What follows belongs to an exercise in optimizing a design on an open flow for small area; a production flow would make more cautious choices. Function was checked by simulation only, so behaviour that the tests miss may differ from the original. In runs 4 to 8 the design's own scripts or RTL, not TritonCTS, make the clock network. The flow treats the clock pin as an ideal source. Dropping or thinning the clock tree relies on that and would not hold on a real chip. Power figures rest on the tool's default switching activity, not on a simulated workload.

[design/flow/config.mk]
export PLATFORM = sky130hd
export DESIGN_NAME = guitar
export DESIGN_NICKNAME = guitar
export VERILOG_FILES = /design/flow/design.v
export SDC_FILE = /design/flow/constraint.sdc
export NUM_CORES = 4
export LEC_CHECK = 0
export CAP_MARGIN = 20
export CORE_MARGIN = 2
export CORE_UTILIZATION = 40
export SLEW_MARGIN = 20
[design/flow/constraint.sdc]
create_clock -name core_clock -period 10.0 [get_ports {clk}]
set_input_delay 2.0000 -clock core_clock [delete_from_list [all_inputs] [get_ports {clk}]]
set_output_delay 2.0000 -clock core_clock [all_outputs]
set_load 0.01 [all_outputs]
[design/flow/design.v]
module rand_gen(clk, load, r);
input clk;
input load;
output reg [6:0] r;
always @(posedge clk)
begin
	if (load)
		r <= 7'b0101101;
	else
		r <= {r[4] ^ r[0], r[6:1]};
end
endmodule
module seven_segment (
input [3:0]i,
output reg [6:0]o
);
always @(*)
begin
	case (i)
	4'd0: o = 7'h40;
	4'd1: o = 7'h79;
	4'd2: o = 7'h24;
	4'd3: o = 7'h30;
	4'd4: o = 7'h19;
	4'd5: o = 7'h12;
	4'd6: o = 7'h02;
	4'd7: o = 7'h78;
	4'd8: o = 7'h00;
	4'd9: o = 7'h10;
	default: o = 7'bx;
	endcase
end
endmodule
module seven_segment_negative(i,ou);
input i;
output [6:0]ou;
assign ou = i ? 7'b0111111 : 7'b1000000;
endmodule
module three_decimal_vals_w_neg (
input clk,
input rst,
input en,         
input hit,        
output [6:0]seg7_neg_sign,
output [6:0]seg7_ones,
output [6:0]seg7_tens,
output [6:0]seg7_huns
);
reg neg;
reg [3:0] t;
reg [2:0] o;
wire z   = (t == 4'd0) && (o == 3'd0);
wire q1  = (t == 4'd0) && (o == 3'd1);
wire q63 = (t == 4'd12) && (o == 3'd3);
wire q64 = (t == 4'd12) && (o == 3'd4);
wire up  = z | ((hit ^ neg) & ~(neg & q64));
always @(posedge clk or negedge rst)
begin
	if (!rst)
	begin
		neg <= 1'b0;
		t <= 4'd0;
		o <= 3'd0;
	end
	else if (en)
	begin
		neg <= neg ? ~((q1 & hit) | (q64 & ~hit)) : ((z & ~hit) | (q63 & hit));
		if (up)
		begin
			if (o == 3'd4)
			begin
				o <= 3'd0;
				t <= t + 1'b1;
			end
			else
				o <= o + 1'b1;
		end
		else
		begin
			if (o == 3'd0)
			begin
				o <= 3'd4;
				t <= t - 1'b1;
			end
			else
				o <= o - 1'b1;
		end
	end
end
wire quirk = neg & (((t == 4'd6) && (o == 3'd2)) | q64);
wire [2:0] od = quirk ? 3'd0 : o;
wire [3:0] td = quirk ? 4'd0 : ((t >= 4'd10) ? t - 4'd10 : t);
wire h = ~quirk & (t >= 4'd10);
seven_segment lsb({od, 1'b0}, seg7_ones);
seven_segment msb(td, seg7_tens);
seven_segment mmb({3'd0, h}, seg7_huns);
seven_segment_negative sg(neg, seg7_neg_sign);
endmodule
module time_to_hit(clk, rst, en, done);
input clk;
input rst;
input en;
output done;
reg [8:0] counter;
wire [9:0] inc = counter + en;
assign done = &counter;
always @(posedge clk or negedge rst)
begin
	if (rst == 1'b0)
		counter <= 9'd9;
	else
		counter <= inc[8:0] | {5'd0, inc[9], 1'b0, inc[9], 1'b0};
end
endmodule
module delay(clk, load, first, done);
input clk;
input load;
input first;
output done;
reg [8:0] x;
assign done = (x[8:7] == 2'b10) && (x[5:0] == 6'b100100);
always @(posedge clk)
begin
	if (load)
		x <= {4'b0010, ~first, 4'b1011};
	else
		x <= {x[7:0], x[8] ^ x[4]};
end
endmodule
module guitar(
input clk,
input rst,
input start,
input [3:0]buttons,
output [6:0]seg7_neg_sign,
output [6:0]seg7_dig0,
output [6:0]seg7_dig1,
output [6:0]seg7_dig2,
output [6:0]num_to_hit,
output reg led
);
localparam START  = 3'd0,
           CHECK1 = 3'd1,    
           CHECK  = 3'd3,
           NOTE1  = 3'd2,
           NOTE   = 3'd6,
           NOTEX  = 3'd7,
           DELAY  = 3'd5,
           DONE   = 3'd4;
reg  [2:0] S;
reg  [2:0] NS;
reg  [6:0] notes;        
reg  [1:0] random;       
reg  [1:0] hit_num;      
reg        bp;           
reg        bc;           
wire [6:0] y;            
wire       win_done;     
wire       del_end;      
wire is_check = (S == CHECK1) || (S == CHECK);
wire note01   = (S == NOTE1) || (S == NOTE);
wire win_en   = (S == NOTE) || (S == NOTEX) || (S == DELAY) || (S == CHECK);
wire last     = &notes;
rand_gen myrand(clk, (S == START) || (S == CHECK1), y);
time_to_hit my(clk, rst, win_en, win_done);
delay mydelay(clk, S == NOTEX, notes == 7'd0, del_end);
seven_segment numout({2'b00, hit_num}, num_to_hit);
three_decimal_vals_w_neg mynum(clk, rst, bp, bc, seg7_neg_sign, seg7_dig0, seg7_dig1, seg7_dig2);
always @(*)
begin
	case (S)
	START:  NS = start ? CHECK1 : START;
	CHECK1: NS = NOTE1;
	CHECK:  NS = last ? DONE : NOTE1;
	NOTE1,
	NOTE:   NS = (bp | win_done) ? NOTEX : NOTE;
	NOTEX:  NS = DELAY;
	DELAY:  NS = del_end ? CHECK : DELAY;
	default: NS = DONE;
	endcase
end
always @(posedge clk)
begin
	if (is_check)
		random <= ~{y[0], y[1]};
	bc <= ~buttons[hit_num];
end
always @(posedge clk or negedge rst)
begin
	if (rst == 1'b0)
	begin
		S <= START;
		notes <= 7'd0;
		hit_num <= 2'd0;
		bp <= 1'b0;
		led <= 1'b0;
	end
	else
	begin
		S <= NS;
		if (S == CHECK)
			notes <= notes + 1'b1;
		if (is_check)
			hit_num <= random & {2{S == CHECK}};
		bp <= note01 & ~&buttons;
		if (S == DONE)
			led <= 1'b1;
	end
end
endmodule
[design/flow/run.sh]
#!/bin/bash
# synth_recipe.tcl (not shown) runs the flow's synth.tcl, then flattens the netlist and writes it again
# the make line also repeats each setting of config.mk as NAME=value (left out here)
make -C /OpenROAD-flow-scripts/flow DESIGN_CONFIG=/design/flow/config.mk WORK_HOME=/design/flow/orfs CLKGATE_MAP_FILE= SYNTH_SCRIPT=/design/flow/synth_recipe.tcl finish
==> results.txt, run 1 <==
* Residual DRC at 0
* CP Data Arrival Time at 3.66 ns
* Post-synth top flop: dfrtp_1
* Post-CTS Repair Setup Buffers at 0
* Ys Warns at 6
* Area share of xor/xnor cells in the synthesized design at 5.56%
* Mux share of post-synthesis cell area at 4.19%
* Number of flops mapped to enable cells by yosys at 2
* Iteration-0 DRC Markers at 74
* Worst min-delay path startpoint: myrand.r[6]$_SDFF_PP0_
* Static leakage at 1.39 nW
* Root Buffer: clkbuf_8
* Dominant cell type by area after synthesis: dfrtp_1
* Detailed-route wire length at 5.09 mm
* Hold Path Class: reg -> reg
* Clk_skew at 0.00948 ns
* Max_cap viols at 0
* R2R Path Start: mynum.o[0]$_DFFE_PN0P_
* Main combinational cell family by area after synthesis: simple AND/OR/NAND/NOR gates
* Synthesized cell area at 2840 sq um
* Post-synth ARST share at 62.0%
* Status: timing/DRC/antenna clean
* Placed instance count at 403
* Share of cells above drive strength 1 at 8.57%
* Worst setup margin at 4.34 ns
* Via count at 2050
* Inserted Clock Buffers at 5
* Total clock sinks at 50
* # setup viols final at 0
* Final hold vios at 0
* Worst slew pin tran at 0.699 ns
* Syn Area/Cell at 9.55 sq um
* FP Rows at 30
* Critical Path Start: mynum.o[0]$_DFFE_PN0P_
* Adder-cell share of the synthesized area at 7.94%
* Max Clk Rate at 177 MHz
* Via density at 4.99
* Pwr Density at 289 nW/um^2
* Antenna violations before repair at 0
* Clock slew at reported path FFs at 0.10 ns
* CP endpoint kind: output pin
* Simple-gate share of the synthesized area at 19.8%
* Post_cts resized at 0
* Top-count cell post-synth: dfrtp_1
* Final min period at 5.66 ns
* First-pass GRT wire length at 8.63 mm
* Syn Inst Count at 297
* Detailed Place HPWL at 3.68 mm
* Avg WL per Cell at 12.4 um
* Post-synthesis sequential area ratio at 41.5%
* Vias in the first global route at 1865
* Area Growth Syn to Fin at 14.4%
* Drt first pass iters at 6
* Initial Utilization at 41.5%
* Boundary pin count at 43
* Synth top area share at 25.6%
* Setup tns final at 0 ns
* Synth Area in Compound Gates at 11.3%
* Cell variety after synth at 58
* Worst slew margin at 52.2%
* Critical path launch point type: register
* Post-layout util at 47.5%
* Finished Layout Cells at 411
* Required @ worst endpoint at 8.00 ns
* RSZ-0062 raised after global routing: no
* Crit path kind: reg -> out
* GPL Wtd Cong at 0.787
* Port Buf Inserts at 38
* CTS Hold Buffers Added at 0
* Clock Latency Late Sink at 0.30 ns
* Place WS at 4.68 ns
* Fin nets at 339
* Die X at 88.2 um
* Slew Limit Fails at 0
* Crit Path Max Fanout at 10
* Total gr overflow at 0
* Fin crit share at 56.6%
* CTS tree: done
* GRT Total Usage at 13.8%
* Chip Height at 88.2 um
* Ranking of synthesized cells by area: dfrtp_1 26%, dfxtp_1 12%, ha_1 7.9%
* Number of routed nets with antenna violations at 0
* Die ar. at 7780 sq um
* ANT cells at 0
* Largest net degree at the start of global routing at 32
* Commonest cells in the synthesized netlist: 29 x dfrtp_1, 25 x nor2_1, 20 x nand2_1, 19 x buf_4
* H-Tree Depth at 2
* Max clock buf depth at 2
* Core ar. at 6830 sq um
* #FFs+latches synth at 50
* Peak VDD IR at 0.143 mV
[cell families (layout without fill, tap and decap cells)]
group           Yosys count  in the layout
xor+xnor                 18             18
compound gates           45             45
simple gates            105            105
flops                    50             50
other cells               2              4
mux                      10             10
fa+ha+maj                18             18
buf+inv                  49             65
[worst paths after layout]
| kind | to | slack (ns) | cells after the start |
|---|---|---|---|
| min in group asynchronous | led$_DFFE_PN0N_ | 2.07 | 2 |
| worst max-delay path | seg7_dig1[6] | 4.34 | 11 |
| worst min-delay path | myrand.r[5]$_SDFF_PP1_ | 0.43 | 1 |
| worst min register to register | myrand.r[5]$_SDFF_PP1_ | 0.43 | 1 |
| worst max register to register | mynum.t[2]$_DFFE_PN0P_ | 6.99 | 10 |
| max in group asynchronous | my.counter[3]$_DFF_PN1_ | 7.59 | 2 |
[layout make-up]
type	instances	area [sq um]
inverter	18	67.6
multi-input combinational	200	1400
clock buffer	5	68.8
sequential	50	1180
clock inverter	3	25.0
fill	686	3580
tap	96	120
timing repair buffer	39	388
[layout by cell type, fill, tap and decap left out, drive strengths merged, types with 2 or more instances in the layout]
cell type and count:
mux2i 7, nor3 3, nor4 2, nand3 9, nor3b 2, a22o 2, dfxtp 17, and2 7
a2111oi 4, a221oi 2, edfxtp 2, clkdlybuf4s50 38, clkbuf 5, inv 19, a211oi 2, conb 4
nand2 20, nor2 25, nand4 7, o21ai 10, or2 5, nand2b 5, nor4bb 2, xnor2 13
a31oi 3, mux2 2, nor2b 6, xor2 5, a41o 2, a21oi 11, dfrtp 29, and3 5
ha 18, dfstp 2
[critical path, stage by stage (launching register included)]
cell             delay [ns]
dfrtp_1                0.45
inv_1                  0.18
ha_1                   0.38
or3b_4                 0.44
nor3_1                 0.33
o21ai_0                0.27
nand2_1                0.23
inv_1                  0.10
ha_1                   0.22
a32oi_1                0.16
a31oi_1                0.10
clkdlybuf4s50_1        0.50
[report_power, final]
part | switching (mW) | internal, mW
clock network | 0.0689 | 0.0505
registers | 0.0863 | 0.281
logic | 0.209 | 0.244
total | 0.364 | 0.575
[layer usage]
| metal | share of wire [%] | track usage [%] | vias up |
|---|---|---|---|
| met2 | 47 | 23.0 | 42 |
| met4 | 1.2 | 3.72 | 0 |
| li1 | - | - | 1034 |
| met1 | 47 | 18.4 | 968 |
| met5 | 0 | 0 | - |
| met3 | 4.2 | 2.71 | 6 |
[through the flow]
step           hold slack, ns  power (mW)  cell area (sq um)
6_report                0.425       0.939               3250
5_1_grt                 0.439        1.02               3250
4_1_cts                 0.426       0.950               3250
3_5_place_dp            0.401       0.826               3150
3_3_place_gp            0.395       0.818               3150
2_1_floorplan           0.393       0.688               2850
[state kept, by name, summed over array words and instances, names as in the netlist]
register and flops:
mynum.t 4, mynum.neg 1, mydelay.x 9, hit_num 2, led 1, mynum.o 3, notes 7, my.counter 9
random 2, myrand.r 7, bc 1, bp 1, S 3
==> run 2, diff against run 1 <==
==> design/flow/flow/run.sh (new file) <==
#!/bin/bash
# Own layout flow: the standard synthesis, then its combinational logic re-mapped
# for area (registers and their names untouched), then the standard layout steps
# with the port buffers made of the smallest buffer cell.
set -euo pipefail
W=$(pwd)
R=$W/orfs/results/$FLOW_PLATFORM/guitar/base
LIB=$FLOW_HOME/platforms/$FLOW_PLATFORM/lib/sky130_fd_sc_hd__tt_025C_1v80.lib
YOSYS=$(command -v yosys || echo "$FLOW_HOME/../tools/install/yosys/bin/yosys")

bash standard.sh synth > "$W/flow_synth.log" 2>&1
cp "$R/1_2_yosys.v" "$W/standard_synth.v"

REOPT_LIB=$LIB REOPT_IN=$W/standard_synth.v REOPT_OUT=$W/reopt.v REOPT_ABC=$W/flow/area.abc \
  "$YOSYS" -c "$W/flow/reopt.tcl" > "$W/flow_reopt.log" 2>&1

cp "$W/reopt.v" "$R/1_2_yosys.v"
rm -f "$R/1_synth.odb" "$R/1_synth.sdc"
touch "$R/1_2_yosys.v"

BUFFER_PORTS_ARGS="-buffer_cell sky130_fd_sc_hd__buf_1" bash standard.sh finish > "$W/flow_layout.log" 2>&1
==> design/flow/flow/area.abc (new file) <==
strash
&get -n
&deepsyn -T 10
&put
strash
&get -n
&dch -f
&nf -R 1000
&put
==> design/flow/flow/reopt.tcl (new file) <==
# Re-map the combinational logic of the standard synthesis for area. Registers
# (cell type and instance name) and tie cells are kept as they are.
set lib $::env(REOPT_LIB)
set in  $::env(REOPT_IN)
set out $::env(REOPT_OUT)
set abc $::env(REOPT_ABC)
yosys read_liberty -ignore_miss_func $lib
yosys read_verilog $in
yosys hierarchy -top $::env(FLOW_TOP)
yosys setattr -mod -set keep_hierarchy 1 sky130_fd_sc_hd__df* sky130_fd_sc_hd__edf* sky130_fd_sc_hd__conb*
yosys flatten
yosys rename -hide w:*.* 
yosys opt_clean -purge
yosys tee -o $out.before.stat stat
yosys abc -liberty $lib -dont_use *lpflow* -dont_use *probe* -dont_use *_ha_* -dont_use *_fa_* -script $abc
yosys opt_clean -purge
yosys splitnets
yosys opt_clean -purge
yosys hilomap -singleton -hicell sky130_fd_sc_hd__conb_1 HI -locell sky130_fd_sc_hd__conb_1 LO
yosys insbuf -buf sky130_fd_sc_hd__buf_4 A X
yosys tee -o $out.stat stat -liberty $lib
yosys blackbox sky130_fd_sc_hd__*
yosys hierarchy -top $::env(FLOW_TOP)
yosys write_verilog -noattr -noexpr -nohex -nodec $out
==> design/flow/standard.sh (new file) <==
#!/bin/bash
# synth_recipe.tcl (not shown) runs the flow's synth.tcl, then flattens the netlist and writes it again
# the make line also repeats each setting of config.mk as NAME=value (left out here)
make -C /OpenROAD-flow-scripts/flow DESIGN_CONFIG=/design/flow/config.mk WORK_HOME=/design/flow/orfs CLKGATE_MAP_FILE= SYNTH_SCRIPT=/design/flow/synth_recipe.tcl "${@:-finish}"
removed: design/flow/run.sh
==> run 2 against run 1 <==
Combinational power decreased by 57%. Register-to-register slack better by 0.53 ns. Cell count down 20%. Critical path depth decreased by 5. Design area decreased by 25%. Clock power decreased by 8%. Power down 31%. Worst setup slack better by 1.7 ns. Critical endpoint is now seg7_dig1[2]. Largest power group is now sequential cells.
==> results.txt, run 2 <==
* Fin nets at 261
* Boundary pin count at 43
* Number of routed nets with antenna violations at 0
* Clock Latency Late Sink at 0.29 ns
* Static leakage at 0.994 nW
* Placed instance count at 319
* Total gr overflow at 0
* Filler cell count at 563
* Fin crit share at 39.6%
* Most used cell, CP: nor2b_1
* Drt first pass iters at 4
* Via count at 1584
* Avg WL per Cell at 11.6 um
* GPL Wtd Cong at 0.855
* Detailed-route wire length at 3.80 mm
* Port Buf Inserts at 38
* Worst slew pin tran at 0.978 ns
* Cell Int Power at 0.409 mW
* Commonest non-fill, non-tap cell in the layout: buf_1
* Share of cells above drive strength 1 at 4.31%
* Inserted Clock Buffers at 5
* Syn Area/Cell at 9.95 sq um
* Pwr Density at 266 nW/um^2
* Place WS at 6.37 ns
* CP max stage cell: dfrtp_1
* Hold Path Class: reg -> reg
* Detailed Place HPWL at 2.81 mm
* Sw frac at 36.8%
* Hold Path Cell Cnt at 1
* Crit path kind: reg -> out
* Root Buffer: clkbuf_8
* Post_cts resized at 0
* GRT Total Usage at 13.1%
* Ys Warns at 6
* Switching pwr at 0.238 mW
* Area after DPL at 2350 sq um
* Vias in the first global route at 1467
* First-pass GRT wire length at 6.50 mm
* Post-Layout Inst Area at 2430 sq um
* CTS tree: done
* Total clock sinks at 50
* R2R depth at 10
* Combinational power share at 30.4%
* Top flop regs: my.counter x9, mydelay.x x9
* CP endpoint kind: output pin
* Clk_skew at 0.00766 ns
* Worst slew margin at 34.2%
* Post-layout util at 44.4%
* Syn Inst Count at 225
* Slew Limit Fails at 0
* Antenna violations before repair at 0
* Setup tns final at 0 ns
* # setup viols final at 0
* FP Rows at 27
* Status: timing/DRC/antenna clean
* Worst setup margin at 6.04 ns
* Die X at 78.8 um
* RSZ-0062 raised after global routing: no
* Initial Utilization at 40.9%
* Post-CTS Repair Setup Buffers at 0
* Chip Height at 78.8 um
* Most frequent cells in the layout: 37 x buf_1, 29 x dfrtp_1, 20 x nand2_1, 17 x dfxtp_1, 14 x clkinv_1
* Area Growth Syn to Fin at 8.55%
* ANT cells at 0
* Peak VDD IR at 0.164 mV
* Max clock buf depth at 2
* Max incr delay on CP at 0.48 ns
* Max Clk Rate at 252 MHz
* Via density at 4.84
* Synthesized cell area at 2240 sq um
* CP Cell Sequence: nor2b_1, o221ai_1, nand2_1, o21ai_0, nor2b_1, buf_1
* Critical path launch point type: register
* CTS Hold Buffers Added at 0
* Final min period at 3.96 ns
* Required @ worst endpoint at 8.00 ns
* Largest net degree at the start of global routing at 32
* Die ar. at 6210 sq um
* Final hold vios at 0
* Clock slew at reported path FFs at 0.09 ns
* Max_cap viols at 0
* Core ar. at 5470 sq um
* Clock power share at 17.0%
* Reg power frac at 52.6%
* Residual DRC at 0
* Crit Path Max Fanout at 10
* H-Tree Depth at 2
* Finished Layout Cells at 327
* CP Data Arrival Time at 1.96 ns
* Iteration-0 DRC Markers at 82
-- run 2: changes by cell type in the layout (fill, tap and decap cells not counted), moves of 7 or more --
cell             previous run  this run
nor2_1                     25         9
clkinv_1                    0        14
clkdlybuf4s50_1            38         0
inv_1                      18         0
and2_0                      0         7
and2_1                      7         0
buf_1                       0        37
ha_1                       18         0
-- run 2: worst paths after layout --
| check | from | end | slack [ns] |
|---|---|---|---|
| worst max-delay path | mynum.t[1]$_DFFE_PN0P_ | seg7_dig1[2] | 6.04 |
| max in group asynchronous | rst | mynum.t[3]$_DFFE_PN0P_ | 7.76 |
| min in group asynchronous | rst | S[0]$_DFF_PN0_ | 1.76 |
| worst min-delay path | myrand.r[3]$_SDFF_PP1_ | myrand.r[2]$_SDFF_PP1_ | 0.43 |
| worst min register to register | myrand.r[3]$_SDFF_PP1_ | myrand.r[2]$_SDFF_PP1_ | 0.43 |
| worst max register to register | mynum.t[0]$_DFFE_PN0P_ | mynum.t[3]$_DFFE_PN0P_ | 7.52 |
-- run 2: area by class of cell --
type                       instances  area (sq um)  area share [%]
clock inverter                     3          16.3           0.669
timing repair buffer              38           144            5.92
tap                               72          90.1            3.71
clock buffer                       5          68.8            2.83
multi-input combinational        146           885            36.4
sequential                        50          1180            48.5
inverter                          13          48.8            2.01
-- run 2: worst max-delay path, delay by kind of cell, from the launching register on --
family | cells | cell delay (ns)
compound gates | 2 | 0.56
flops | 1 | 0.48
simple gates | 3 | 0.48
buf+inv | 1 | 0.15
-- run 2: power by group through the flow --
stage,Sequential (mW),Clock [mW],Combinational (mW)
2_1_floorplan,0.328,0,0.169
3_3_place_gp,0.345,0,0.195
3_5_place_dp,0.345,0,0.198
4_1_cts,0.341,0.115,0.200
5_1_grt,0.352,0.123,0.224
6_report,0.341,0.110,0.196
-- run 2: per-layer routing --
metal | share of wire (%) | vias to the layer above | track usage [%]
met4 | 0.95 | 0 | 3.10
li1 | - | 801 | -
met5 | 0 | - | 0
met3 | 4.4 | 4 | 3.75
met2 | 44 | 48 | 21.1
met1 | 50 | 731 | 17.7
-- run 2: through the flow --
| step | hold slack, ns | power (mW) |
|---|---|---|
| after detailed placement | 0.414 | 0.543 |
| after CTS | 0.436 | 0.657 |
| after floorplan | 0.394 | 0.498 |
| after global placement | 0.396 | 0.540 |
| final | 0.428 | 0.647 |
| after global routing | 0.460 | 0.699 |
==> run 3, diff against run 2 <==
--- a/design/flow/design.v
+++ b/design/flow/design.v
@@ -137,7 +137,7 @@
 output [6:0]seg7_dig1,
 output [6:0]seg7_dig2,
 output [6:0]num_to_hit,
-output reg led
+output led
 );
 localparam START  = 3'd0,
            CHECK1 = 3'd1,    
@@ -161,6 +161,7 @@
 wire note01   = (S == NOTE1) || (S == NOTE);
 wire win_en   = (S == NOTE) || (S == NOTEX) || (S == DELAY) || (S == CHECK);
 wire last     = &notes;
+assign led = (S == DONE) & notes[0];
 rand_gen myrand(clk, (S == START) || (S == CHECK1), y);
 time_to_hit my(clk, rst, win_en, win_done);
 delay mydelay(clk, S == NOTEX, notes == 7'd0, del_end);
@@ -193,18 +194,17 @@
 		notes <= 7'd0;
 		hit_num <= 2'd0;
 		bp <= 1'b0;
-		led <= 1'b0;
 	end
 	else
 	begin
 		S <= NS;
 		if (S == CHECK)
 			notes <= notes + 1'b1;
+		else if (S == DONE)
+			notes[0] <= 1'b1;
 		if (is_check)
 			hit_num <= random & {2{S == CHECK}};
 		bp <= note01 & ~&buttons;
-		if (S == DONE)
-			led <= 1'b1;
-	end
-end
-endmodule
+	end
+end
+endmodule
--- a/design/flow/flow/run.sh
+++ b/design/flow/flow/run.sh
@@ -18,4 +18,6 @@
 rm -f "$R/1_synth.odb" "$R/1_synth.sdc"
 touch "$R/1_2_yosys.v"
 
-BUFFER_PORTS_ARGS="-buffer_cell sky130_fd_sc_hd__buf_1" bash standard.sh finish > "$W/flow_layout.log" 2>&1
+BUFFER_PORTS_ARGS="-buffer_cell sky130_fd_sc_hd__buf_1" \
+  CTS_ARGS="-sink_clustering_enable -repair_clock_nets -dont_use_dummy_load -buf_list sky130_fd_sc_hd__clkbuf_16 -root_buf sky130_fd_sc_hd__clkbuf_16 -sink_clustering_size 64 -sink_clustering_max_diameter 400" \
+  bash standard.sh finish > "$W/flow_layout.log" 2>&1
==> design/flow/flow/area.abc (replaced) <==
strash
&get -n
&deepsyn -J 200 -S 1 -T 120
&put
strash
&get -n
&dch -f
&nf -R 1000
&put
==> run 3 against run 2 <==
Clock power grew 37%. Global-route usage grew 0.37 points. Non-clock buffer count is the same. Maximum frequency shrank 4.1%. Sequential power grew 9.7%. Utilization grew 0.83 points. Largest power group unchanged. Via count is essentially flat. Die area shrank 0.42%. Power grew 33%.
==> results.txt, run 3 <==
* Pwr Density at 348 nW/um^2
* Top flop regs: my.counter x9, mydelay.x x9
* Final hold slack at 0.418 ns
* Initial Utilization at 41.0%
* Reg-to-Reg End: mynum.t[3]$_DFFE_PN0P_
* Setup tns final at 0 ns
* Most used cell, CP: o21ai_0
* Worst setup margin at 5.87 ns
* Boundary pin count at 43
* Static leakage at 1.01 nW
* Number of routed nets with antenna violations at 0
* Slew Limit Fails at 0
* H-Tree Depth at 2
* Die X at 78.7 um
* Clock slew at reported path FFs at 0.07 ns
* Max clock buf depth at 2
* CTS Hold Buffers Added at 0
* Clock power share at 17.7%
* Crit Path Max Fanout at 7
* Hold Path Class: reg -> reg
* Final min period at 4.13 ns
* Required @ worst endpoint at 8.00 ns
* Inserted Clock Buffers at 5
* R2R Path Start: mynum.t[1]$_DFFE_PN0P_
* Max incr delay on CP at 0.44 ns
* Critical Path Start: mynum.t[1]$_DFFE_PN0P_
* Combinational power share at 38.7%
* Critical path launch point type: register
* Residual DRC at 0
* Final Total Pwr at 0.857 mW
* Crit path kind: reg -> out
* R2R depth at 13
* Total clock sinks at 49
* CP Data Arrival Time at 2.13 ns
* Drt first pass iters at 4
* Die ar. at 6190 sq um
* Via count at 1585
* CP endpoint kind: output pin
* # setup viols final at 0
* GPL Wtd Cong at 0.835
* Peak VDD IR at 0.123 mV
* Worst Setup EP: seg7_dig1[2]
* CTS tree: done
* Antenna violations before repair at 0
* GRT Total Usage at 13.5%
* ANT cells at 0
* Ys Warns at 6
* Status: timing/DRC/antenna clean
* Port Buf Inserts at 38
* Syn Inst Count at 228
* Avg WL per Cell at 11.8 um
* Final hold vios at 0
* Worst slew margin at 49.5%
* Share of cells above drive strength 1 at 3.53%
* Clock Latency Late Sink at 0.29 ns
* Fin nets at 264
* Root Buffer: clkbuf_16
* RSZ-0062 raised after global routing: no
* Reg power frac at 43.6%
* Detailed-route wire length at 3.85 mm
* R2R Setup Slk at 7.01 ns
* Vias in the first global route at 1398
* Clk_skew at 0.0193 ns
* Syn Area/Cell at 9.78 sq um
* Commonest non-fill, non-tap cell in the layout: buf_1
* CP max stage cell: dfrtp_1
* Switching pwr at 0.340 mW
* Core ar. at 5440 sq um
* Detailed Place HPWL at 2.79 mm
* Max_cap viols at 0
* Chip Height at 78.7 um
* FP Rows at 27
* Iteration-0 DRC Markers at 65
* Worst slew pin tran at 0.758 ns
* Max Clk Rate at 242 MHz
* Cell Int Power at 0.518 mW
* Sw frac at 39.6%
* Fin crit share at 41.3%
* Post-CTS Repair Setup Buffers at 0
* First-pass GRT wire length at 6.48 mm
* Via density at 4.85
* Area Growth Syn to Fin at 10.4%
* CP Cell Sequence: nand2b_1, nor3_1, o21ai_0, nand2_1, o21ai_0, nor2b_1, buf_1
* Post_cts resized at 0
* Total gr overflow at 0
* Largest net degree at the start of global routing at 31
* Synthesized cell area at 2230 sq um
* Place WS at 6.17 ns
* Most frequent cells in the layout: 37 x buf_1, 28 x dfrtp_1, 21 x nand2_1, 17 x nor2_1, 17 x dfxtp_1
==> run 3: layout make-up <==
| type | instances | area, sq um |
|---|---|---|
| multi-input cells | 153 | 911 |
| repair buffers | 38 | 144 |
| flip-flops and latches | 49 | 1150 |
| inverters | 10 | 37.5 |
| clock buffers | 5 | 125 |
| fillers | 546 | 2980 |
| well taps | 72 | 90.1 |
==> run 3: worst min-delay path by stage <==
stage / endpoint / from / slack [ns] / cells after the start
after global routing: myrand.r[2]$_SDFF_PP1_ / myrand.r[3]$_SDFF_PP1_ / 0.45 / 1
after detailed placement: myrand.r[2]$_SDFF_PP1_ / myrand.r[3]$_SDFF_PP1_ / 0.40 / 1
after floorplan: myrand.r[2]$_SDFF_PP1_ / myrand.r[3]$_SDFF_PP1_ / 0.39 / 1
final: myrand.r[2]$_SDFF_PP1_ / myrand.r[3]$_SDFF_PP1_ / 0.42 / 1
after global placement: myrand.r[5]$_SDFF_PP1_ / myrand.r[6]$_SDFF_PP0_ / 0.40 / 1
after CTS: myrand.r[2]$_SDFF_PP1_ / myrand.r[3]$_SDFF_PP1_ / 0.42 / 1
==> run 3: power groups by stage <==
stage                     clock (mW)  sequential, mW  combinational [mW]
final                          0.151           0.374               0.332
after global routing           0.164           0.391               0.377
after CTS                      0.157           0.375               0.336
after detailed placement           0           0.378               0.333
after global placement             0           0.377               0.329
after floorplan                    0           0.356               0.280
==> run 3: critical path, delay by kind of cell (launching register included) <==
kind	cells	cell delay [ns]
buffers and inverters	1	0.15
and+or+nand+nor	4	0.63
DFF	1	0.44
AOI/OAI and AO/OA	2	0.63
==> run 3: metal layers <==
metal | up-vias | track usage (%) | wire, um
met5 | - | 0 | 0
met4 | 0 | 6.32 | 71
met3 | 6 | 4.02 | 240
met2 | 43 | 19.3 | 1550
met1 | 730 | 18.7 | 1990
li1 | 806 | - | -
==> run 3: stage by stage <==
stage	instance area [sq um]	instances	util (%)
CTS	2460	327	45.2
floorplan	2240	230	-
finish	2460	327	45.2
detailed placement	2340	322	42.9
global route	2460	327	45.2
global placement	2340	322	42.9
==> run 4, diff against run 3 <==
==> design/flow/flow/run.sh (replaced) <==
#!/bin/bash
# Own layout flow: the standard synthesis, then its combinational logic re-mapped
# for area (registers and their names untouched), then the standard layout steps
# with the port buffers made of the smallest buffer cell and a one-buffer clock net.
set -euo pipefail
W=$(pwd)
R=$W/orfs/results/$FLOW_PLATFORM/guitar/base
LIB=$FLOW_HOME/platforms/$FLOW_PLATFORM/lib/sky130_fd_sc_hd__tt_025C_1v80.lib
YOSYS=$(command -v yosys || echo "$FLOW_HOME/../tools/install/yosys/bin/yosys")

bash standard.sh synth > "$W/flow_synth.log" 2>&1
cp "$R/1_2_yosys.v" "$W/standard_synth.v"

REOPT_LIB=$LIB REOPT_IN=$W/standard_synth.v REOPT_OUT=$W/reopt.v REOPT_ABC=$W/flow/area.abc \
  "$YOSYS" -c "$W/flow/reopt.tcl" > "$W/flow_reopt.log" 2>&1

cp "$W/reopt.v" "$R/1_2_yosys.v"
rm -f "$R/1_synth.odb" "$R/1_synth.sdc"
touch "$R/1_2_yosys.v"

export BUFFER_PORTS_ARGS="-buffer_cell sky130_fd_sc_hd__buf_1"
bash standard.sh place > "$W/flow_place.log" 2>&1

# clock distribution: one buffer (see clock.tcl) instead of the clock tree step
PLATFORM_DIR=$FLOW_HOME/platforms/$FLOW_PLATFORM CLK_BUF_CELL=sky130_fd_sc_hd__clkbuf_8 CLK_BUF_COUNT=3 \
  FLOW_CLOCK_PORT=clk CLK_IN_ODB=$R/3_place.odb CLK_IN_SDC=$R/3_place.sdc \
  CLK_OUT_ODB=$R/4_1_cts.odb CLK_OUT_SDC=$W/clock.sdc \
  openroad -no_init -exit "$W/flow/clock.tcl" > "$W/flow_clock.log" 2>&1
cp "$R/4_1_cts.odb" "$R/4_cts.odb"
cp "$W/clock.sdc" "$R/4_cts.sdc"

bash standard.sh finish > "$W/flow_layout.log" 2>&1
==> design/flow/flow/clock.tcl (new file) <==
# Clock distribution in place of ORFS's clock tree step: CLK_BUF_COUNT clock
# buffers driven straight from the clock port, each at the centre of the group
# of registers it drives (groups by k-means on position). Every register sees
# one buffer of the same type between the port and its clock pin.
set platform $::env(PLATFORM_DIR)
read_lef $platform/lef/sky130_fd_sc_hd.tlef
read_lef $platform/lef/sky130_fd_sc_hd_merged.lef
read_liberty $platform/lib/sky130_fd_sc_hd__tt_025C_1v80.lib
read_db $::env(CLK_IN_ODB)
read_sdc $::env(CLK_IN_SDC)
source $platform/setRC.tcl

set db [ord::get_db]
set block [ord::get_db_block]
set master [$db findMaster $::env(CLK_BUF_CELL)]
set clk [$block findNet $::env(FLOW_CLOCK_PORT)]
$clk setSigType CLOCK
set nbuf $::env(CLK_BUF_COUNT)

# register clock pins and their positions
set pins {}
foreach it [$clk getITerms] {
  set box [[$it getInst] getBBox]
  lappend pins [list $it [expr {([$box xMin] + [$box xMax]) / 2}] [expr {([$box yMin] + [$box yMax]) / 2}]]
}
set pins [lsort -integer -index 1 $pins]

# k-means on the pin positions, seeded from the pins sorted by x
set k 0
set centres {}
for {set k 0} {$k < $nbuf} {incr k} {
  set p [lindex $pins [expr {int(($k + 0.5) * [llength $pins] / $nbuf)}]]
  lappend centres [list [lindex $p 1] [lindex $p 2]]
}
for {set iter 0} {$iter < 50} {incr iter} {
  set assign {}
  foreach p $pins {
    set best 0
    set bd 1e30
    for {set k 0} {$k < $nbuf} {incr k} {
      set c [lindex $centres $k]
      set d [expr {abs([lindex $p 1] - [lindex $c 0]) + abs([lindex $p 2] - [lindex $c 1])}]
      if {$d < $bd} { set bd $d; set best $k }
    }
    lappend assign $best
  }
  set newc {}
  for {set k 0} {$k < $nbuf} {incr k} {
    set sx 0.0; set sy 0.0; set n 0
    foreach p $pins a $assign {
      if {$a == $k} { set sx [expr {$sx + [lindex $p 1]}]; set sy [expr {$sy + [lindex $p 2]}]; incr n }
    }
    if {$n > 0} { lappend newc [list [expr {$sx / $n}] [expr {$sy / $n}]] } else { lappend newc [lindex $centres $k] }
  }
  set centres $newc
}

for {set k 0} {$k < $nbuf} {incr k} {
  set leaf [odb::dbNet_create $block clknet_${k}_clk]
  $leaf setSigType CLOCK
  set buf [odb::dbInst_create $block $master clkbuf_${k}_clk]
  set n 0
  foreach p $pins a $assign {
    if {$a == $k} {
      set it [lindex $p 0]
      $it disconnect
      $it connect $leaf
      incr n
    }
  }
  puts "clock buffer $k drives $n pins"
  [$buf findITerm A] connect $clk
  [$buf findITerm X] connect $leaf
  set c [lindex $centres $k]
  $buf setLocation [expr {int([lindex $c 0])}] [expr {int([lindex $c 1])}]
  $buf setPlacementStatus PLACED
}

detailed_placement
check_placement -verbose
set_propagated_clock [all_clocks]
estimate_parasitics -placement
report_clock_skew
report_checks -path_delay min -format full_clock_expanded
report_check_types -max_slew -max_capacitance -max_fanout -violators
write_db $::env(CLK_OUT_ODB)
write_sdc -no_timestamp $::env(CLK_OUT_SDC)
==> run 4 against run 3 <==
Still clean on timing, DRC and antenna. Maximum frequency is 2.6% higher. Critical path depth stayed put. Worst hold slack better by 0.013 ns. Register-to-register slack hardly changed. Clock skew is 0.012 ns higher. Via count is 0.38% lower. First-iteration DRC count is 35% lower. Global-route usage is 1.4 points lower. Highest routed layer unchanged.
==> results.txt, run 4 <==
* Status: timing/DRC/antenna clean
* Number of routed nets with antenna violations at 0
* Fin nets at 262
* CP Data Arrival Time at 2.03 ns
* GRT Total Usage at 12.1%
* Crit path kind: reg -> out
* Avg WL per Cell at 11.6 um
* Syn Area/Cell at 9.78 sq um
* Worst slew margin at 48.8%
* GPL Wtd Cong at 0.835
* Final hold vios at 0
* RSZ-0062 raised after global routing: no
* Final min period at 4.03 ns
* Area after DPL at 2340 sq um
* Static leakage at 0.974 nW
* CP max stage cell: dfrtp_1
* Multi-input logic area at 911 sq um
* Place WS at 6.17 ns
* Vias in the first global route at 1362
* Hold Path Class: reg -> reg
* Port Buf Inserts at 38
* Max_cap viols at 0
* Crit Path Max Fanout at 7
* Detailed-route wire length at 3.77 mm
* Largest net degree at the start of global routing at 31
* CP top delay family: simple AND/OR/NAND/NOR gates
* Post-Layout Inst Area at 2380 sq um
* Pwr Density at 329 nW/um^2
* Filler cell count at 548
* Crit path buf inv count at 1
* Drt first pass iters at 4
* Required @ worst endpoint at 8.00 ns
* Commonest non-fill, non-tap cell in the layout: buf_1
* Worst slew pin tran at 0.767 ns
* CP Cell Sequence: nand2b_1, nor3_1, o21ai_0, nand2_1, o21ai_0, nor2b_1, buf_1
* Via density at 4.86
* Slew Limit Fails at 0
* Synthesized cell area at 2230 sq um
* Fin crit share at 40.3%
* Antenna violations before repair at 0
* Ys Warns at 6
* CP endpoint kind: output pin
* Clock Latency Late Sink at 0.17 ns
* Core ar. at 5440 sq um
* Total gr overflow at 0
* Seq. cell area at 1150 sq um
* Residual DRC at 0
* Iteration-0 DRC Markers at 42
* Critical path launch point type: register
* Detailed Place HPWL at 2.79 mm
* Die X at 78.7 um
* ANT cells at 0
* Boundary pin count at 43
* Clk_skew at 0.0316 ns
* Top flop regs: my.counter x9, mydelay.x x9
* Most frequent cells in the layout: 37 x buf_1, 28 x dfrtp_1, 21 x nand2_1, 17 x nor2_1, 17 x dfxtp_1
* Via count at 1579
* Clock slew at reported path FFs at 0.12 ns
* Worst setup margin at 5.97 ns
* Max Clk Rate at 248 MHz
* Area Growth Syn to Fin at 6.62%
* Chip Height at 78.7 um
* Initial Utilization at 41.0%
* Share of cells above drive strength 1 at 2.77%
* Syn Inst Count at 228
* Most used cell, CP: o21ai_0
* Die ar. at 6190 sq um
* # setup viols final at 0
* Max incr delay on CP at 0.46 ns
* FP Rows at 27
* Setup tns final at 0 ns
* Peak VDD IR at 0.134 mV
* First-pass GRT wire length at 6.35 mm
run 4: power breakdown:
part | switching, mW | leakage (nW) | total [mW] | internal [mW]
clock | 0.0485 | 0.0216 | 0.0764 | 0.0279
combinational | 0.193 | 0.416 | 0.332 | 0.139
sequential | 0.0833 | 0.537 | 0.373 | 0.290
run 4: final cells by class:
type / count / share of cell area (%)
sequential: 49 / 48.5
multi-input combinational: 153 / 38.3
tap: 72 / 3.79
timing repair buffer: 38 / 6.05
inverter: 10 / 1.58
buffer: 3 / 1.74
run 4: worst register-to-register path, cell delays in order (launching register included):
cell      delay, ns
dfrtp_1        0.46
nand2b_1       0.26
nor3_1         0.09
o21a_1         0.18
a21oi_1        0.26
xnor2_1        0.11
and3_1         0.20
o21ai_0        0.21
nor3_1         0.08
a21oi_1        0.26
nand2_1        0.12
a211oi_1       0.33
nor2b_1        0.20
xor2_1         0.17
run 4: through the flow:
stage / power (mW) / cells / utilization [%] / hold slack [ns]
after floorplan: 0.636 / 230 / - / 0.394
after global placement: 0.705 / 322 / 42.9 / 0.396
after detailed placement: 0.711 / 322 / 42.9 / 0.403
after global routing: 0.853 / 325 / 43.7 / 0.463
final: 0.781 / 325 / 43.7 / 0.431
run 4: per-layer routing:
| metal | track usage [%] | vias up | wire (um) |
|---|---|---|---|
| met1 | 18.3 | 735 | 1950 |
| met2 | 19.1 | 44 | 1530 |
| met3 | 1.38 | 3 | 248 |
| met4 | 1.40 | 0 | 49 |
| li1 | - | 797 | - |
| met5 | 0 | - | 0 |
run 4: final timing paths:
path                       slack [ns]                     end                    from  cells past startpoint
max                              5.97            seg7_dig1[2]  mynum.t[1]$_DFFE_PN0P_                      7
min in group asynchronous        1.88          S[2]$_DFF_PN0_                     rst                      1
min reg2reg                      0.43  myrand.r[2]$_SDFF_PP1_  myrand.r[3]$_SDFF_PP1_                      1
max reg2reg                      7.00  mynum.t[3]$_DFFE_PN0P_  mynum.t[1]$_DFFE_PN0P_                     13
min                              0.43  myrand.r[2]$_SDFF_PP1_  myrand.r[3]$_SDFF_PP1_                      1
max in group asynchronous        7.60   mynum.neg$_DFFE_PN0P_                     rst                      1
==> run 5, diff against run 4 <==
--- a/design/flow/flow/clock.tcl
+++ b/design/flow/flow/clock.tcl
@@ -1,6 +1,6 @@
 # Clock distribution in place of ORFS's clock tree step: CLK_BUF_COUNT clock
 # buffers driven straight from the clock port, each at the centre of the group
-# of registers it drives (groups by k-means on position). Every register sees
+# of registers it drives (groups of equal size by k-means on position). Every register sees
 # one buffer of the same type between the port and its clock pin.
 set platform $::env(PLATFORM_DIR)
 read_lef $platform/lef/sky130_fd_sc_hd.tlef
@@ -32,17 +32,26 @@
   set p [lindex $pins [expr {int(($k + 0.5) * [llength $pins] / $nbuf)}]]
   lappend centres [list [lindex $p 1] [lindex $p 2]]
 }
+# balanced k-means: every buffer drives at most ceil(pins / buffers) pins
+set cap [expr {([llength $pins] + $nbuf - 1) / $nbuf}]
 for {set iter 0} {$iter < 50} {incr iter} {
-  set assign {}
+  set pairs {}
+  set i 0
   foreach p $pins {
-    set best 0
-    set bd 1e30
     for {set k 0} {$k < $nbuf} {incr k} {
       set c [lindex $centres $k]
-      set d [expr {abs([lindex $p 1] - [lindex $c 0]) + abs([lindex $p 2] - [lindex $c 1])}]
-      if {$d < $bd} { set bd $d; set best $k }
+      lappend pairs [list [expr {abs([lindex $p 1] - [lindex $c 0]) + abs([lindex $p 2] - [lindex $c 1])}] $i $k]
     }
-    lappend assign $best
+    incr i
+  }
+  set pairs [lsort -real -index 0 $pairs]
+  set assign [lrepeat [llength $pins] -1]
+  set load [lrepeat $nbuf 0]
+  foreach pr $pairs {
+    lassign $pr d i k
+    if {[lindex $assign $i] >= 0 || [lindex $load $k] >= $cap} { continue }
+    lset assign $i $k
+    lset load $k [expr {[lindex $load $k] + 1}]
   }
   set newc {}
   for {set k 0} {$k < $nbuf} {incr k} {
==> run 5 against run 4 <==
Still clean. Via count barely moved. Clock skew decreased by 0.029 ns. Sequential power hardly changed. Routed wire length is essentially flat. First-iteration DRC count increased by 48%. Register-to-register slack about the same. Largest cell class unchanged.
==> results.txt, run 5 <==
* Cell Int Power at 0.457 mW
* Detailed Place HPWL at 2.79 mm
* Hold Path Sink: myrand.r[2]$_SDFF_PP1_
* Required @ worst endpoint at 8.00 ns
* Avg WL per Cell at 11.6 um
* Final hold vios at 0
* Final min period at 4.00 ns
* Iteration-0 DRC Markers at 62
* Antenna violations before repair at 0
* Hold Path Class: reg -> reg
* Share of cells above drive strength 1 at 2.77%
* Peak VDD IR at 0.123 mV
* Commonest non-fill, non-tap cell in the layout: buf_1
* Worst min-delay path startpoint: myrand.r[3]$_SDFF_PP1_
* GRT Total Usage at 12.3%
* Critical Path Start: mynum.t[1]$_DFFE_PN0P_
* Die ar. at 6190 sq um
* R2R depth at 13
* Critical path launch point type: register
* Port Buf Inserts at 38
* Hold Path Cell Cnt at 1
* Clk_skew at 0.00237 ns
* Slew Limit Fails at 0
* R2R Path Start: mynum.t[1]$_DFFE_PN0P_
* Via count at 1578
* Top flop regs: my.counter x9, mydelay.x x9
* Boundary pin count at 43
* Reg-to-Reg End: mynum.t[3]$_DFFE_PN0P_
* GPL Wtd Cong at 0.835
* Worst slew pin tran at 0.757 ns
* Syn Area/Cell at 9.78 sq um
* Fin nets at 262
* Max_cap viols at 0
* Reg power frac at 47.8%
* Vias in the first global route at 1377
* Filler cell count at 547
* Via density at 4.86
* # setup viols final at 0
* RSZ-0062 raised after global routing: no
* Static leakage at 0.974 nW
* Chip Height at 78.7 um
* Clock Latency Late Sink at 0.15 ns
* CP endpoint kind: output pin
* Pwr Density at 329 nW/um^2
* Detailed-route wire length at 3.77 mm
* Most frequent cells in the layout: 37 x buf_1, 28 x dfrtp_1, 21 x nand2_1, 17 x nor2_1, 17 x dfxtp_1
* First-pass GRT wire length at 6.45 mm
* Largest net degree at the start of global routing at 31
* Status: timing/DRC/antenna clean
* Core ar. at 5440 sq um
* Worst slew margin at 49.5%
* Synthesized cell area at 2230 sq um
* R2R Setup Slk at 7.01 ns
* Number of routed nets with antenna violations at 0
* Drt first pass iters at 4
* Final Total Pwr at 0.781 mW
* Crit Path Max Fanout at 7
* Switching pwr at 0.325 mW
* Setup tns final at 0 ns
* Fin crit share at 40.0%
* CP Data Arrival Time at 2.00 ns
* Syn Inst Count at 228
* Combinational power share at 42.5%
* ANT cells at 0
* Total gr overflow at 0
* Seq. cell area at 1150 sq um
* Clock slew at reported path FFs at 0.10 ns
* Multi-input logic area at 911 sq um
* Area Growth Syn to Fin at 6.62%
* Crit path kind: reg -> out
* Residual DRC at 0
* Die X at 78.7 um
* FP Rows at 27
* Final hold slack at 0.425 ns
* Sw frac at 41.6%
* Ys Warns at 6
* Clock power share at 9.7%
* Initial Utilization at 41.0%
* Max Clk Rate at 250 MHz
## run 5: cell counts in the layout (fill, tap and decap cells not counted)
Identical to the previous run, type by type.
## run 5: area by class of cell
type	count	share of cell area, %
flip-flops and latches	49	48.5
multi-input cells	153	38.3
repair buffers	38	6.05
well taps	72	3.79
plain buffers	3	1.74
inverters	10	1.58
## run 5: critical path, cell delays in order, from the launching register on
cell and delay (ns):
dfrtp_1 0.46, nand2b_1 0.25, nor3_1 0.08, o21ai_0 0.39, nand2_1 0.13, o21ai_0 0.22
nor2b_1 0.16, buf_1 0.15
## run 5: power groups by stage
stage               Sequential, mW  Combinational, mW  Clock (mW)
floorplan                    0.356              0.280           0
global placement             0.377              0.329           0
detailed placement           0.378              0.333           0
global route                 0.390              0.378      0.0875
finish                       0.374              0.332      0.0756
## run 5: worst max path at each step
stage	end	slack, ns	depth (start not counted)
2_1_floorplan	seg7_dig1[2]	6.31	6
3_3_place_gp	seg7_dig1[2]	6.29	7
3_5_place_dp	seg7_dig1[2]	6.17	7
5_1_grt	seg7_dig1[2]	5.74	7
6_report	seg7_dig1[2]	6.00	7
## run 5: routing by layer
metal | global-route usage, % | wire [um]
met4 | 1.40 | 49
met1 | 18.5 | 1940
met2 | 19.7 | 1550
met5 | 0 | 0
met3 | 1.38 | 231
## run 5: per-stage QoR
stage / util (%) / area, sq um / cells / setup WS [ns]
floorplan: - / 2240 / 230 / 6.31
global placement: 42.9 / 2340 / 322 / 6.29
detailed placement: 42.9 / 2340 / 322 / 6.17
global route: 43.7 / 2380 / 325 / 5.74
finish: 43.7 / 2380 / 325 / 6.00
==> run 6, diff against run 5 <==
--- a/design/flow/design.v
+++ b/design/flow/design.v
@@ -96,17 +96,17 @@
 seven_segment mmb({3'd0, h}, seg7_huns);
 seven_segment_negative sg(neg, seg7_neg_sign);
 endmodule
-module time_to_hit(clk, rst, en, done);
+module time_to_hit(clk, init, en, done);
 input clk;
-input rst;
+input init;       
 input en;
 output done;
 reg [8:0] counter;
 wire [9:0] inc = counter + en;
 assign done = &counter;
-always @(posedge clk or negedge rst)
-begin
-	if (rst == 1'b0)
+always @(posedge clk)
+begin
+	if (init)
 		counter <= 9'd9;
 	else
 		counter <= inc[8:0] | {5'd0, inc[9], 1'b0, inc[9], 1'b0};
@@ -163,7 +163,7 @@
 wire last     = &notes;
 assign led = (S == DONE) & notes[0];
 rand_gen myrand(clk, (S == START) || (S == CHECK1), y);
-time_to_hit my(clk, rst, win_en, win_done);
+time_to_hit my(clk, S == START, win_en, win_done);
 delay mydelay(clk, S == NOTEX, notes == 7'd0, del_end);
 seven_segment numout({2'b00, hit_num}, num_to_hit);
 three_decimal_vals_w_neg mynum(clk, rst, bp, bc, seg7_neg_sign, seg7_dig0, seg7_dig1, seg7_dig2);
@@ -182,6 +182,12 @@
 end
 always @(posedge clk)
 begin
+	if (S == START)
+		notes <= 7'd0;
+	else if (S == CHECK)
+		notes <= notes + 1'b1;
+	else if (S == DONE)
+		notes[0] <= 1'b1;
 	if (is_check)
 		random <= ~{y[0], y[1]};
 	bc <= ~buttons[hit_num];
@@ -191,17 +197,12 @@
 	if (rst == 1'b0)
 	begin
 		S <= START;
-		notes <= 7'd0;
 		hit_num <= 2'd0;
 		bp <= 1'b0;
 	end
 	else
 	begin
 		S <= NS;
-		if (S == CHECK)
-			notes <= notes + 1'b1;
-		else if (S == DONE)
-			notes[0] <= 1'b1;
 		if (is_check)
 			hit_num <= random & {2{S == CHECK}};
 		bp <= note01 & ~&buttons;
==> run 6 against run 5 <==
Still clean. Routed wire length is 0.16% lower. First-iteration DRC count rose by 6.5%. Die area decreased by 2.4%. Utilization grew 1.1 points. Worst setup slack worse by 0.27 ns. Critical endpoint is now seg7_dig1[5]. Largest cell class unchanged. Largest power group unchanged. Highest routed layer unchanged.
==> results.txt, run 6 <==
* Hold Path Class: reg -> reg
* R2R Setup Slk at 6.91 ns
* Critical path launch point type: register
* Vias in the first global route at 1475
* Top flop regs: my.counter x9, mydelay.x x9
* Area Growth Syn to Fin at 6.62%
* ANT cells at 0
* Avg WL per Cell at 11.3 um
* Global Route met2 Usage at 21.9%
* Pwr Density at 308 nW/um^2
* Antenna violations before repair at 0
* FP Rows at 26
* GRT Total Usage at 12.4%
* Syn Inst Count at 237
* Fin crit share at 42.7%
* Via count at 1638
* Number of routed nets with antenna violations at 0
* Fin nets at 271
* Chip Height at 77.7 um
* R2R depth at 11
* Crit path kind: reg -> out
* Worst slew margin at 49.9%
* Static leakage at 0.896 nW
* Drt first pass iters at 4
* Detailed Place HPWL at 2.79 mm
* Share of cells above drive strength 1 at 1.53%
* Detailed-route wire length at 3.76 mm
* Largest net degree at the start of global routing at 18
* Syn Area/Cell at 9.18 sq um
* Total gr overflow at 0
* CP Data Arrival Time at 2.27 ns
* GRT met1 Usage at 17.2%
* Crit Path Max Fanout at 8
* Worst slew pin tran at 0.751 ns
* Via density at 4.93
* Clock Latency Late Sink at 0.16 ns
* Synthesized cell area at 2170 sq um
* Most used routing layer: met2
* Required @ worst endpoint at 8.00 ns
* Die X at 77.7 um
* Setup tns final at 0 ns
* Peak VDD IR at 0.165 mV
* Most frequent cells in the layout: 38 x buf_1, 33 x dfxtp_1, 17 x nor2_1, 17 x a21oi_1
* Clock slew at reported path FFs at 0.10 ns
* Final hold vios at 0
* Place WS at 5.96 ns
* Boundary pin count at 43
* Worst setup margin at 5.73 ns
* Slew Limit Fails at 0
* Max Clk Rate at 234 MHz
* CP endpoint kind: output pin
* Die ar. at 6040 sq um
* First-pass GRT wire length at 6.53 mm
* Final Total Pwr at 0.715 mW
* GPL Wtd Cong at 0.806
* Commonest non-fill, non-tap cell in the layout: buf_1
* Residual DRC at 0
* Final min period at 4.27 ns
* Core ar. at 5170 sq um
* Status: timing/DRC/antenna clean
* RSZ-0062 raised after global routing: no
* # setup viols final at 0
* Iteration-0 DRC Markers at 66
* Max_cap viols at 0
* Initial Utilization at 42.0%
* Hold Path Cell Cnt at 1
* Clk_skew at 0.00417 ns
* Ys Warns at 6
* Port Buf Inserts at 38
* Met3 usage at 1.28%
[run 6: critical path, cell delays in order, from the launching register on]
cell      delay, ns
dfrtp_1        0.48
nor2b_1        0.27
a21oi_1        0.06
nor4_1         0.31
o21ai_0        0.24
and2_0         0.24
a21oi_1        0.28
clkinv_1       0.10
buf_1          0.13
[run 6: path summary, 6_finish.rpt]
| kind | start | to |
|---|---|---|
| max | mynum.t[1]$_DFFE_PN0P_ | seg7_dig1[5] |
| min | myrand.r[3]$_SDFF_PP1_ | myrand.r[2]$_SDFF_PP1_ |
| max reg2reg | mynum.t[1]$_DFFE_PN0P_ | mynum.t[3]$_DFFE_PN0P_ |
| min reg2reg | myrand.r[3]$_SDFF_PP1_ | myrand.r[2]$_SDFF_PP1_ |
| max in group asynchronous | rst | mynum.t[1]$_DFFE_PN0P_ |
| min in group asynchronous | rst | mynum.neg$_DFFE_PN0P_ |
[run 6: final cells by class]
class,instances,area [sq um]
plain buffers,3,41.3
fillers,528,2850
inverters,11,41.3
multi-input cells,161,935
flip-flops and latches,49,1070
well taps,70,87.6
repair buffers,38,143
[run 6: per-stage QoR]
stage,util [%],hold WS (ns),area (sq um),std cells
global placement,44.0,0.397,2280,329
finish,44.8,0.434,2320,332
floorplan,-,0.394,2180,239
detailed placement,44.0,0.417,2280,329
global route,44.8,0.454,2320,332
[run 6: per-layer routing]
metal | share of wire (%) | vias to the layer above
met5 | 0 | -
met4 | 0.90 | 0
met3 | 3.4 | 3
met2 | 46 | 26
met1 | 50 | 749
li1 | - | 860
[run 6: power breakdown]
part / total (mW) / internal [mW] / switching (mW)
registers: 0.357 / 0.279 / 0.0775
clock network: 0.0772 / 0.0279 / 0.0493
logic: 0.281 / 0.121 / 0.160
==> run 7, diff against run 6 <==
--- a/design/flow/design.v
+++ b/design/flow/design.v
@@ -203,8 +203,8 @@
 	else
 	begin
 		S <= NS;
-		if (is_check)
-			hit_num <= random & {2{S == CHECK}};
+		if (S == CHECK)
+			hit_num <= random;
 		bp <= note01 & ~&buttons;
 	end
 end
--- a/design/flow/flow/run.sh
+++ b/design/flow/flow/run.sh
@@ -11,8 +11,30 @@
 bash standard.sh synth > "$W/flow_synth.log" 2>&1
 cp "$R/1_2_yosys.v" "$W/standard_synth.v"
 
-REOPT_LIB=$LIB REOPT_IN=$W/standard_synth.v REOPT_OUT=$W/reopt.v REOPT_ABC=$W/flow/area.abc \
-  "$YOSYS" -c "$W/flow/reopt.tcl" > "$W/flow_reopt.log" 2>&1
+# several area re-maps (two scripts, four seeds each); the smallest is kept
+mkdir -p "$W/reopt"
+for script in area area2; do
+  for seed in 1 2 3 4; do
+    sed "s/SEED/$seed/" "$W/flow/$script.abc" > "$W/reopt/$script-$seed.abc"
+    REOPT_LIB=$LIB REOPT_IN=$W/standard_synth.v REOPT_OUT=$W/reopt/$script-$seed.v \
+      REOPT_ABC=$W/reopt/$script-$seed.abc timeout 600 \
+      "$YOSYS" -c "$W/flow/reopt.tcl" > "$W/reopt/$script-$seed.log" 2>&1 &
+  done
+  wait
+done
+best=""
+bestarea=""
+for f in "$W"/reopt/*.v; do
+  [[ -s "$f" && -s "$f.stat" ]] || continue
+  a=$(awk '/Chip area for module .\\guitar/{print $NF}' "$f.stat" | tail -1)
+  [[ -n "$a" ]] || continue
+  if [[ -z "$bestarea" ]] || awk -v a="$a" -v b="$bestarea" 'BEGIN{exit !(a < b)}'; then
+    best=$f
+    bestarea=$a
+  fi
+done
+echo "re-map kept: $best ($bestarea)" | tee "$W/flow_reopt.log"
+cp "$best" "$W/reopt.v"
 
 cp "$W/reopt.v" "$R/1_2_yosys.v"
 rm -f "$R/1_synth.odb" "$R/1_synth.sdc"
==> design/flow/flow/area.abc (replaced) <==
strash
&get -n
&deepsyn -J 200 -S SEED -T 120
&put
strash
&get -n
&dch -f
&nf -R 1000
&put
==> design/flow/flow/area2.abc (new file) <==
strash
&get -n
&deepsyn -J 200 -S SEED -T 120
&put
strash
dch -f
map -a
strash
&get -n
&dch -f
&nf -R 1000 -p
&put
==> run 7 against run 6 <==
Via count increased by 0.31%. Synthesized cell count grew 0.84%. Synthesized area is 0.35% lower. Utilization fell by 0.15 points. Clock skew grew 0.00093 ns. Register-to-register slack better by 0.51 ns. First-iteration DRC count down 15%. Sequential share of layout area increased by 0.15 points. Highest routed layer unchanged.
==> results.txt, run 7 <==
* GRT Total Usage at 12.8%
* Clock slew at reported path FFs at 0.10 ns
* CP Cell Sequence: nor2b_1, o21ai_0, nor3_1, o21ai_0, and2_0, nand2_1, o21ai_0, nor2b_1, buf_1
* Via count at 1643
* Drt first pass iters at 4
* Area Growth Syn to Fin at 6.64%
* Clock power share at 12.0%
* Cell Int Power at 0.398 mW
* Worst slew pin tran at 0.792 ns
* Detailed Place HPWL at 2.89 mm
* Final hold vios at 0
* CP top delay family: simple AND/OR/NAND/NOR gates
* Crit path buf inv count at 1
* CP endpoint kind: output pin
* FP Rows at 26
* Final min period at 4.01 ns
* First-pass GRT wire length at 6.65 mm
* Detailed-route wire length at 3.77 mm
* Port Buf Inserts at 38
* Total gr overflow at 0
* Worst min-delay path startpoint: myrand.r[3]$_SDFF_PP1_
* Fin nets at 273
* R2R Setup Slk at 7.42 ns
* Combinational power share at 34.0%
* Filler cell count at 519
* Most used cell, CP: o21ai_0
* R2R depth at 8
* Die X at 77.6 um
* Slew Limit Fails at 0
* Via density at 4.92
* Clk_skew at 0.00510 ns
* Peak VDD IR at 0.149 mV
* Static leakage at 0.922 nW
* Crit path kind: reg -> out
* Max incr delay on CP at 0.46 ns
* Hold Path Cell Cnt at 1
* Top flop regs: my.counter x9, mydelay.x x9
* Die ar. at 6020 sq um
* Number of routed nets with antenna violations at 0
* Syn Inst Count at 239
* Reg-to-Reg End: mynum.t[3]$_DFFE_PN0P_
* Vias in the first global route at 1494
* Iteration-0 DRC Markers at 56
* Fin crit share at 40.1%
* Status: timing/DRC/antenna clean
* Largest net degree at the start of global routing at 18
* Worst slew margin at 47.2%
* Core ar. at 5170 sq um
* Boundary pin count at 43
* Place WS at 6.17 ns
* Setup tns final at 0 ns
* Initial Utilization at 41.9%
* Max_cap viols at 0
* CP Data Arrival Time at 2.01 ns
* RSZ-0062 raised after global routing: no
* Chip Height at 77.6 um
* Hold Path Sink: myrand.r[2]$_SDFF_PP1_
* Residual DRC at 0
* Sw frac at 37.3%
* Antenna violations before repair at 0
* Share of cells above drive strength 1 at 1.52%
* Synthesized cell area at 2170 sq um
* Syn Area/Cell at 9.07 sq um
* Ys Warns at 6
* Max Clk Rate at 249 MHz
* # setup viols final at 0
* Clock Latency Late Sink at 0.16 ns
* Commonest non-fill, non-tap cell in the layout: buf_1
* Required @ worst endpoint at 8.00 ns
* ANT cells at 0
* Avg WL per Cell at 11.3 um
* Crit Path Max Fanout at 7
* Critical path launch point type: register
* CP max stage cell: dfrtp_1
* Hold Path Class: reg -> reg
* Worst setup margin at 5.99 ns
* R2R Path Start: mynum.t[2]$_DFFE_PN0P_
* Pwr Density at 275 nW/um^2
* Switching pwr at 0.237 mW
* Most frequent cells in the layout: 38 x buf_1, 33 x dfxtp_1, 22 x nand2_1, 21 x nor2_1, 17 x o21ai_0
* Reg power frac at 54.0%
* GPL Wtd Cong at 0.861
[run 7: per-layer routing]
metal | global-route usage, % | routed length (um) | vias to the layer above
met2 | 21.3 | 1540 | 52
met5 | 0 | 0 | -
li1 | - | - | 865
met4 | 1.25 | 38 | 0
met3 | 1.98 | 240 | 4
met1 | 18.3 | 1950 | 722
[run 7: worst register-to-register path: stages, from the launching register on]
cell     delay [ns]
dfrtp_1        0.46
nor4_1         0.56
nand3_1        0.18
nand3_1        0.16
a21oi_1        0.13
or3_1          0.39
o31ai_1        0.34
nand2_1        0.12
xnor2_1        0.14
[run 7: metrics by stage]
step | utilization [%] | instances | hold slack, ns | power, mW | instance area [sq um]
floorplan | - | 241 | 0.394 | 0.521 | 2170
global placement | 43.9 | 331 | 0.396 | 0.562 | 2270
detailed placement | 43.9 | 331 | 0.409 | 0.566 | 2270
global route | 44.7 | 334 | 0.463 | 0.696 | 2310
finish | 44.7 | 334 | 0.428 | 0.636 | 2310
[run 7: worst max path at each step]
stage | from | end | slack, ns | depth (start not counted)
2_1_floorplan | mynum.t[3]$_DFFE_PN0P_ | seg7_dig1[2] | 6.31 | 5
3_3_place_gp | mynum.t[1]$_DFFE_PN0P_ | seg7_dig1[2] | 6.22 | 9
3_5_place_dp | mynum.t[1]$_DFFE_PN0P_ | seg7_dig1[2] | 6.17 | 9
5_1_grt | mynum.t[1]$_DFFE_PN0P_ | seg7_dig1[2] | 5.74 | 9
6_report | mynum.t[1]$_DFFE_PN0P_ | seg7_dig1[2] | 5.99 | 9
[run 7: final cells by class]
cell class,count,area (sq um),share of cell area (%)
multi-input combinational,168,946,40.9
sequential,49,1070,46.3
inverter,6,22.5,0.975
buffer,3,41.3,1.79
timing repair buffer,38,143,6.17
tap,70,87.6,3.79
[run 7: power by group through the flow]
stage               logic [mW]  clock network, mW  registers [mW]
floorplan                0.191                  0           0.330
global placement         0.215                  0           0.347
detailed placement       0.219                  0           0.347
global route             0.252             0.0866           0.357
finish                   0.216             0.0762           0.344
==> run 8, diff against run 7 <==
--- a/design/flow/flow/run.sh
+++ b/design/flow/flow/run.sh
@@ -41,6 +41,8 @@
 touch "$R/1_2_yosys.v"
 
 export BUFFER_PORTS_ARGS="-buffer_cell sky130_fd_sc_hd__buf_1"
+# keep the shared tie cells of the synthesis
+export SKIP_REPAIR_TIE_FANOUT=1
 bash standard.sh place > "$W/flow_place.log" 2>&1
 
 # clock distribution: one buffer (see clock.tcl) instead of the clock tree step
==> run 8 against run 7 <==
Clock skew increased by 0.012 ns. Synthesized cell count unchanged. Flip-flop and latch count unchanged. Worst hold slack got worse by 0.0035 ns. Cell count decreased by 0.60%. Via count increased by 0.12%. Power increased by 0.43%. First-iteration DRC count increased by 16%.
==> results.txt, run 8 <==
* Ys Warns at 6
* GPL Wtd Cong at 0.810
* Clock Latency Late Sink at 0.16 ns
* Commonest non-fill, non-tap cell in the layout: buf_1
* Share of cells above drive strength 1 at 1.53%
* Peak VDD IR at 0.144 mV
* First-pass GRT wire length at 6.36 mm
* Slew Limit Fails at 0
* GRT Total Usage at 12.4%
* Avg WL per Cell at 11.6 um
* Number of routed nets with antenna violations at 0
* Iteration-0 DRC Markers at 65
* CP Data Arrival Time at 2.02 ns
* Core ar. at 5170 sq um
* Drt first pass iters at 4
* Total gr overflow at 0
* Status: timing/DRC/antenna clean
* Syn Area/Cell at 9.07 sq um
* Setup tns final at 0 ns
* Initial Utilization at 41.9%
* Critical path launch point type: register
* CP top delay family: simple AND/OR/NAND/NOR gates
* Worst slew pin tran at 0.753 ns
* Detailed Place HPWL at 2.93 mm
* Antenna violations before repair at 0
* Filler cell count at 540
* Fin crit share at 40.2%
* Via density at 4.95
* RSZ-0062 raised after global routing: no
* Clk_skew at 0.0175 ns
* Required @ worst endpoint at 8.00 ns
* Residual DRC at 0
* Most used cell, CP: o21ai_0
* Syn Inst Count at 239
* Die ar. at 6020 sq um
* # setup viols final at 0
* Most frequent cells in the layout: 38 x buf_1, 33 x dfxtp_1, 22 x nand2_1, 21 x nor2_1, 17 x o21ai_0
* Area Growth Syn to Fin at 6.29%
* Multi-input logic area at 938 sq um
* Static leakage at 0.915 nW
* Fin nets at 271
* CP Cell Sequence: nor2b_1, o21ai_0, nor3_1, o21ai_0, and2_0, nand2_1, o21ai_0, nor2b_1, buf_1
* Seq. cell area at 1070 sq um
* Largest net degree at the start of global routing at 18
* Vias in the first global route at 1384
* Chip Height at 77.6 um
* CP max stage cell: dfrtp_1
* Max Clk Rate at 249 MHz
* Final hold vios at 0
* Boundary pin count at 43
* Max_cap viols at 0
* Final min period at 4.02 ns
* Crit path buf inv count at 1
* Crit path kind: reg -> out
* Crit Path Max Fanout at 7
* Pwr Density at 277 nW/um^2
* ANT cells at 0
* Via count at 1645
* Worst slew margin at 49.8%
* FP Rows at 26
* Clock slew at reported path FFs at 0.10 ns
* Max incr delay on CP at 0.46 ns
* Hold Path Class: reg -> reg
* Top flop regs: my.counter x9, mydelay.x x9
* Post-layout util at 44.5%
* Synthesized cell area at 2170 sq um
* CP endpoint kind: output pin
* Port Buf Inserts at 38
* Detailed-route wire length at 3.87 mm
* Die X at 77.6 um
## run 8: worst register-to-register path, stage by stage (launching register included)
cell and delay, ns:
dfrtp_1 0.46, nor4_1 0.51, nand3_1 0.16, nand3_1 0.15
a21oi_1 0.12, or3_1 0.40, o31ai_1 0.33, nand2_1 0.11
xnor2_1 0.14
## run 8: final timing paths
path                                        start                endpoint  slack [ns]  cells past startpoint
setup / recovery           mynum.t[1]$_DFFE_PN0P_            seg7_dig1[2]        5.98                      9
hold / removal             myrand.r[3]$_SDFF_PP1_  myrand.r[2]$_SDFF_PP1_        0.42                      1
setup reg to reg           mynum.t[2]$_DFFE_PN0P_  mynum.t[3]$_DFFE_PN0P_        7.51                      8
hold reg to reg            myrand.r[3]$_SDFF_PP1_  myrand.r[2]$_SDFF_PP1_        0.42                      1
max in group asynchronous                     rst          S[2]$_DFF_PN0_        7.64                      1
min in group asynchronous                     rst          S[1]$_DFF_PN0_        1.87                      1
## run 8: final cells by class
class,instances,share of cell area [%]
inverters,6,0.978
flip-flops and latches,49,46.5
well taps,70,3.80
multi-input cells,166,40.7
repair buffers,38,6.19
plain buffers,3,1.79
## run 8: metrics by stage
step	power (mW)	setup WS, ns	instance area [sq um]	std cells	hold slack [ns]
2_1_floorplan	0.521	6.31	2170	239	0.394
3_3_place_gp	0.564	6.22	2260	329	0.395
3_5_place_dp	0.569	6.17	2260	329	0.409
5_1_grt	0.694	5.78	2300	332	0.437
6_report	0.639	5.98	2300	332	0.425
## run 8: power breakdown
group / internal [mW] / total (mW) / switching [mW]
sequential: 0.275 / 0.344 / 0.0696
combinational: 0.0958 / 0.218 / 0.122
clock: 0.0279 / 0.0763 / 0.0484
total: 0.399 / 0.639 / 0.240
## run 8: layer usage
layer	track usage, %	share of wire [%]	up-vias
met5	0	0	-
met4	1.25	1.1	0
met3	1.16	4.9	2
met2	20.3	41	46
met1	18.5	53	740
li1	-	-	857

Re-timed with assumed drivers on the ports (clkbuf_16 on the clock, buf_2 on other inputs), run 8 has 5.932 ns of setup slack against 5.979 ns with ideal ports, and 6.132 ns once port delays also move by the mid clock arrival of 0.200 ns.
